Context: an optimization exercise on an open-source flow, tuned for small area. The choices shown serve that exercise and are no tape-out recipe.
In this exercise RTL edits were held to simulation tests only and were not proved equivalent to the original.
The flow treats the clock pin as an ideal source. Dropping or thinning the clock tree relies on that and would not hold on a real chip.
Power and IR drop assume default switching activity.

Setup of fjord:
## uart_core
module uart_core
#(
	parameter DATA_BITS=8
	,parameter BAUD_BITS=16
	,parameter ERR_BITS=2
	,parameter UART_ADDR_BITS=8
	,parameter UART_DATA_BITS=32
)
(
	input wire clk  
	,input wire nRst  
	,input wire [UART_ADDR_BITS-1:0] addrIn  
	,input wire [UART_DATA_BITS-1:0] dataIn  
	,output wire [UART_DATA_BITS-1:0] dataOut  
	,input wire wr  
	,input wire valid  
	,output wire ready  
	,output wire irq  
	,output reg uartTxLine  
	,input wire uartRxLine  
);
Size: roughly 530 cells after synthesis, roughly 0.0051 sq mm of cells after synthesis.
Settings: LEC_CHECK=0, CAP_MARGIN=0, CORE_MARGIN=2, CORE_UTILIZATION=60, GPL_TIMING_DRIVEN=0, SLEW_MARGIN=0; clock period 10.0 ns.
standard.sh (not shown) runs the stock make flow with config.mk's settings and CLKGATE_MAP_FILE= SYNTH_SCRIPT=/design/flow/synth_recipe.tcl, a recipe that flattens the netlist after the stock synthesis.
==> flow/flow/run.sh <==
#!/bin/bash
# Own layout flow: the standard flow (standard.sh) with these changes:
#  1. after the standard synthesis, the combinational logic is re-mapped by
#     ABC for area (flow/remap.ys); every register keeps its instance, name
#     and cell type from the standard synthesis;
#  2. port buffers are sky130_fd_sc_hd__buf_1 instead of the default choice;
#  3. a small clock tree of its own in place of TritonCTS (flow/cts.tcl):
#     the clock port drives 4 clkbuf_16, each feeding a cluster of flip-flops;
#  4. constant outputs share the synthesis's tie cells (SKIP_REPAIR_TIE_FANOUT).
# Each tool's output goes to a log file in the work folder.
set -euo pipefail
W=$(pwd)
R=$W/orfs/results/$FLOW_PLATFORM/uart_core/base
LIB=$FLOW_HOME/platforms/$FLOW_PLATFORM/lib/sky130_fd_sc_hd__tt_025C_1v80.lib
YOSYS=${YOSYS_EXE:-$(command -v yosys || echo "$FLOW_HOME/../tools/install/yosys/bin/yosys")}
export BUFFER_PORTS_ARGS="-buffer_cell sky130_fd_sc_hd__buf_1"
export SKIP_REPAIR_TIE_FANOUT=1

bash standard.sh synth > "$W/flow_1_synth.log" 2>&1

cp "$R/1_2_yosys.v" "$W/1_2_yosys_standard.v"
MAP="strash;dch,-f;amap;strash;dch,-f;amap;strash;dch,-f;amap;topo"
SCRIPTS=(
  "$MAP"
  "rewrite,-z;refactor,-z;rewrite,-z;$MAP"
  "rewrite,-z;refactor,-z;resub,-z;rewrite,-z;$MAP"
  "rewrite,-z;refactor,-z;resub,-z;rewrite,-z;resub,-z;refactor,-z;rewrite,-z;$MAP"
  "rewrite,-z;refactor,-z;resub,-z;rewrite,-z;resub,-K,8,-N,2,-z;refactor,-z;resub,-K,10,-N,2,-z;rewrite,-z;$MAP"
  "rewrite,-z;refactor,-z;rewrite,-z;rewrite,-z;refactor,-z;rewrite,-z;$MAP"
  "dch,-f;if,-K,4;mfs2,-a;strash;rewrite,-z;refactor,-z;$MAP"
)
# each script is checked by ABC's own equivalence check (cec) against its input
best=""; bestArea=""
for i in "${!SCRIPTS[@]}"; do
  sed -e "s#@LIB@#$LIB#g" -e "s#@IN@#$W/1_2_yosys_standard.v#" -e "s#@OUT@#$W/remap_$i.v#" \
    -e "s#@SCRIPT@#+strash;write_blif,$W/remap_in_$i.blif;${SCRIPTS[$i]};cec,$W/remap_in_$i.blif#" \
    "$W/flow/remap.ys" > "$W/remap_$i.ys"
  if "$YOSYS" -s "$W/remap_$i.ys" > "$W/flow_2_remap_$i.log" 2>&1 && [[ -s "$W/remap_$i.v" ]] \
    && grep -q "Networks are equivalent" "$W/flow_2_remap_$i.log" \
    && ! grep -qi "not equivalent" "$W/flow_2_remap_$i.log"; then
    a=$(python3 "$W/flow/area.py" "$LIB" "$W/remap_$i.v")
    echo "remap script $i: area $a" >> "$W/flow_2_remap.log"
    if [[ -z "$bestArea" ]] || python3 -c "import sys; sys.exit(0 if $a < $bestArea else 1)"; then
      best=$i; bestArea=$a
    fi
  fi
done
echo "kept remap script $best: area $bestArea" >> "$W/flow_2_remap.log"
[[ -n "$best" ]]
cp "$W/remap_$best.v" "$W/1_2_yosys_remap.v"
cp "$W/1_2_yosys_remap.v" "$R/1_2_yosys.v"
touch "$R/1_2_yosys.v"

bash standard.sh place > "$W/flow_3_place.log" 2>&1

MCTS_RESULTS="$R" MCTS_LIB="$LIB" MCTS_NBUF=4 MCTS_BUF=sky130_fd_sc_hd__clkbuf_16 MCTS_CLK=clk \
  openroad -no_init -exit "$W/flow/cts.tcl" > "$W/flow_4_cts.log" 2>&1
cp "$R/4_1_cts.odb" "$R/4_cts.odb"
touch "$R/4_cts.sdc"

bash standard.sh > "$W/flow_5_layout.log" 2>&1
Other scripts of this flow, unchanged in this note and not shown: flow/flow/area.py, flow/flow/cts.tcl, flow/flow/cts_manual.tcl, flow/flow/remap.ys
Setup changes, fjord to amber
--- a/flow/design.v
+++ b/flow/design.v
@@ -32,20 +32,19 @@
 	wire wv=valid&wr;
 	reg [7:0] txData;	 
 	reg txStart;
 	reg enTx;
 	reg enRx;
 	reg testMode;
 	reg cfgParity;
 	reg cfgStop;
 	reg cfgOs;
-	reg [15:1] cfgDiv;	 
-	reg cfgSet;
+	reg [15:1] cfgDiv;
 	reg rstTxIn,rstTxD,rstTx;
 	reg rstRxIn,rstRxD,rstRx;
 	reg [7:0] intMask;
 	reg [3:0] intClr;
 	reg txBusyIntr;
 	reg [7:0] dOut;
 	reg [3:0] intPend;
 	localparam TX_IDLE=4'd14;
 	reg [3:0] txc;
@@ -70,52 +69,51 @@
 			txData<=dataIn[7:0];
 	always @(posedge clk)
 	begin
 		rstTxD<=rstTxIn;
 		rstRxD<=rstRxIn;
 		txBusyIntr<=txWrite&txBusyAll;
 		intClr<=(wv&a24)? dataIn[3:0]:4'd0;
 		if(wv&a08&~(txBusy|rxBusy))
 		begin
-			cfgDiv<=dataIn[15:1];
 			cfgOs<=dataIn[16];
 			cfgParity<=dataIn[17];
 			cfgStop<=dataIn[18];
 		end
 	end
 	always @(posedge clk,negedge nRst)
 	begin
 		if(~nRst)
 		begin
 			txStart<=0;
 			enTx<=0;
 			enRx<=0;
 			testMode<=0;
-			cfgSet<=0;
+			cfgDiv<=0;
 			rstTxIn<=0;
 			rstTx<=1;
 			rstRxIn<=0;
 			rstRx<=1;
 			intMask<=0;
 			dOut<=0;
 			intPend<=0;
 		end
 		else
 		begin
 			rstTx<=rstTxIn&~rstTxD;
 			rstRx<=rstRxIn&~rstRxD;
 			if(txWrite&~txBusyAll)
 				txStart<=1;
 			else if(txBusy)
 				txStart<=0;
 			intPend<=(~intClr)&(intPend|(intMask[3:0]&{txBusyIntr,rxErr,rxReady}));
 			if(wv&a08&~(txBusy|rxBusy))
-				cfgSet<=1;
+				cfgDiv<=dataIn[15:1];
 			if(wv&a0C)
 			begin
 				if(dataIn[0])
 					enTx<=1;
 				else if(~txBusy)
 					enTx<=0;
 				if(dataIn[1])
 					enRx<=1;
 				else if(~rxBusy)
@@ -149,19 +147,19 @@
 			end
 		end
 	end
 	reg [15:0] bCnt;
 	reg bLevel;
 	reg [3:0] bTx;
 	reg bFirst;
 	wire [14:0] half=cfgDiv[15:1];
 	wire [16:0] bInc={1'b0,bCnt}+17'd1;
-	wire bWrap=cfgSet&(half!=15'd0)&(bInc>={2'b0,half});
+	wire bWrap=(half!=15'd0)&(bInc>={2'b0,half});
 	wire tickRx=bWrap&~bLevel;
 	wire tickTx=tickRx&(cfgOs? (bTx==4'b0111):(bTx[2:0]==3'b011));
 	wire bClr=bWrap|bFirst;
 	always @(posedge clk)
 	begin
 		bCnt<=(bInc[15:0]&{16{~bClr}})|{15'd0,bFirst};
 		bLevel<=~bFirst&(bLevel^bWrap);
 	end
 	always @(posedge clk,negedge nRst)
- Between fjord and amber, the part of the total power dissipated in combinational logic is higher for amber.
- fjord ended with every stage complete and zero timing, DRC or antenna violations.
- amber did not stop at any stage, and its layout met the timing, DRC and antenna checks.
- Summary: with fjord as the reference, met3 wirelength from detailed routing in amber moved down by a few percent.
- The wire length on met1 number comes out lower for fjord vs amber.
- NOTE: achievable clock frequency in amber exceeds that of fjord
- Largest driver fanout on the critical path: amber higher than fjord
- Going from fjord to amber, switching power saw an increase; met1 capacity usage during global routing saw an increase; clock share of power saw a decrease; layout multi-input combinational cell count saw an increase.
- From fjord to amber the numbers moved as follows: power went up about 5%, hold slack has decreased, global-route met2 utilization rose 1.5 points, final area saw a decrease.
In every run of this note, the design's own scripts or RTL, not TritonCTS, make the clock network.

-- re-timing with driven ports --
In the flow no input, the clock included, has a driving cell. The finished layouts below were timed again as built, in two steps.
Step 1: set_driving_cell puts a clkbuf_16 on clk and a buf_2 on each other input, an assumption about the parent block.
Step 2 moves the port delays by t, midway between the first and last clock arrival at a register: inputs arrive t later, outputs are due t later. That takes back most of the time a late clock gives input paths.
a / b / c = no drivers / after step 1 / after step 2; a / b = the first two.
| run | t, ns | setup WS [ns] | worst setup path after step 2 | cell pins on the clock port's net |
|---|---|---|---|---|
| fjord | 0.249 | 4.674 / 4.674 / 4.674 | register to register | 4 |
| amber | 0.247 | 4.703 / 4.766 / 4.519 | input to register | 4 |
After both steps every run listed still meets setup and hold. The setup slack of amber, which loses most, moves by +0.063 ns with the drivers and by -0.184 ns with both steps.
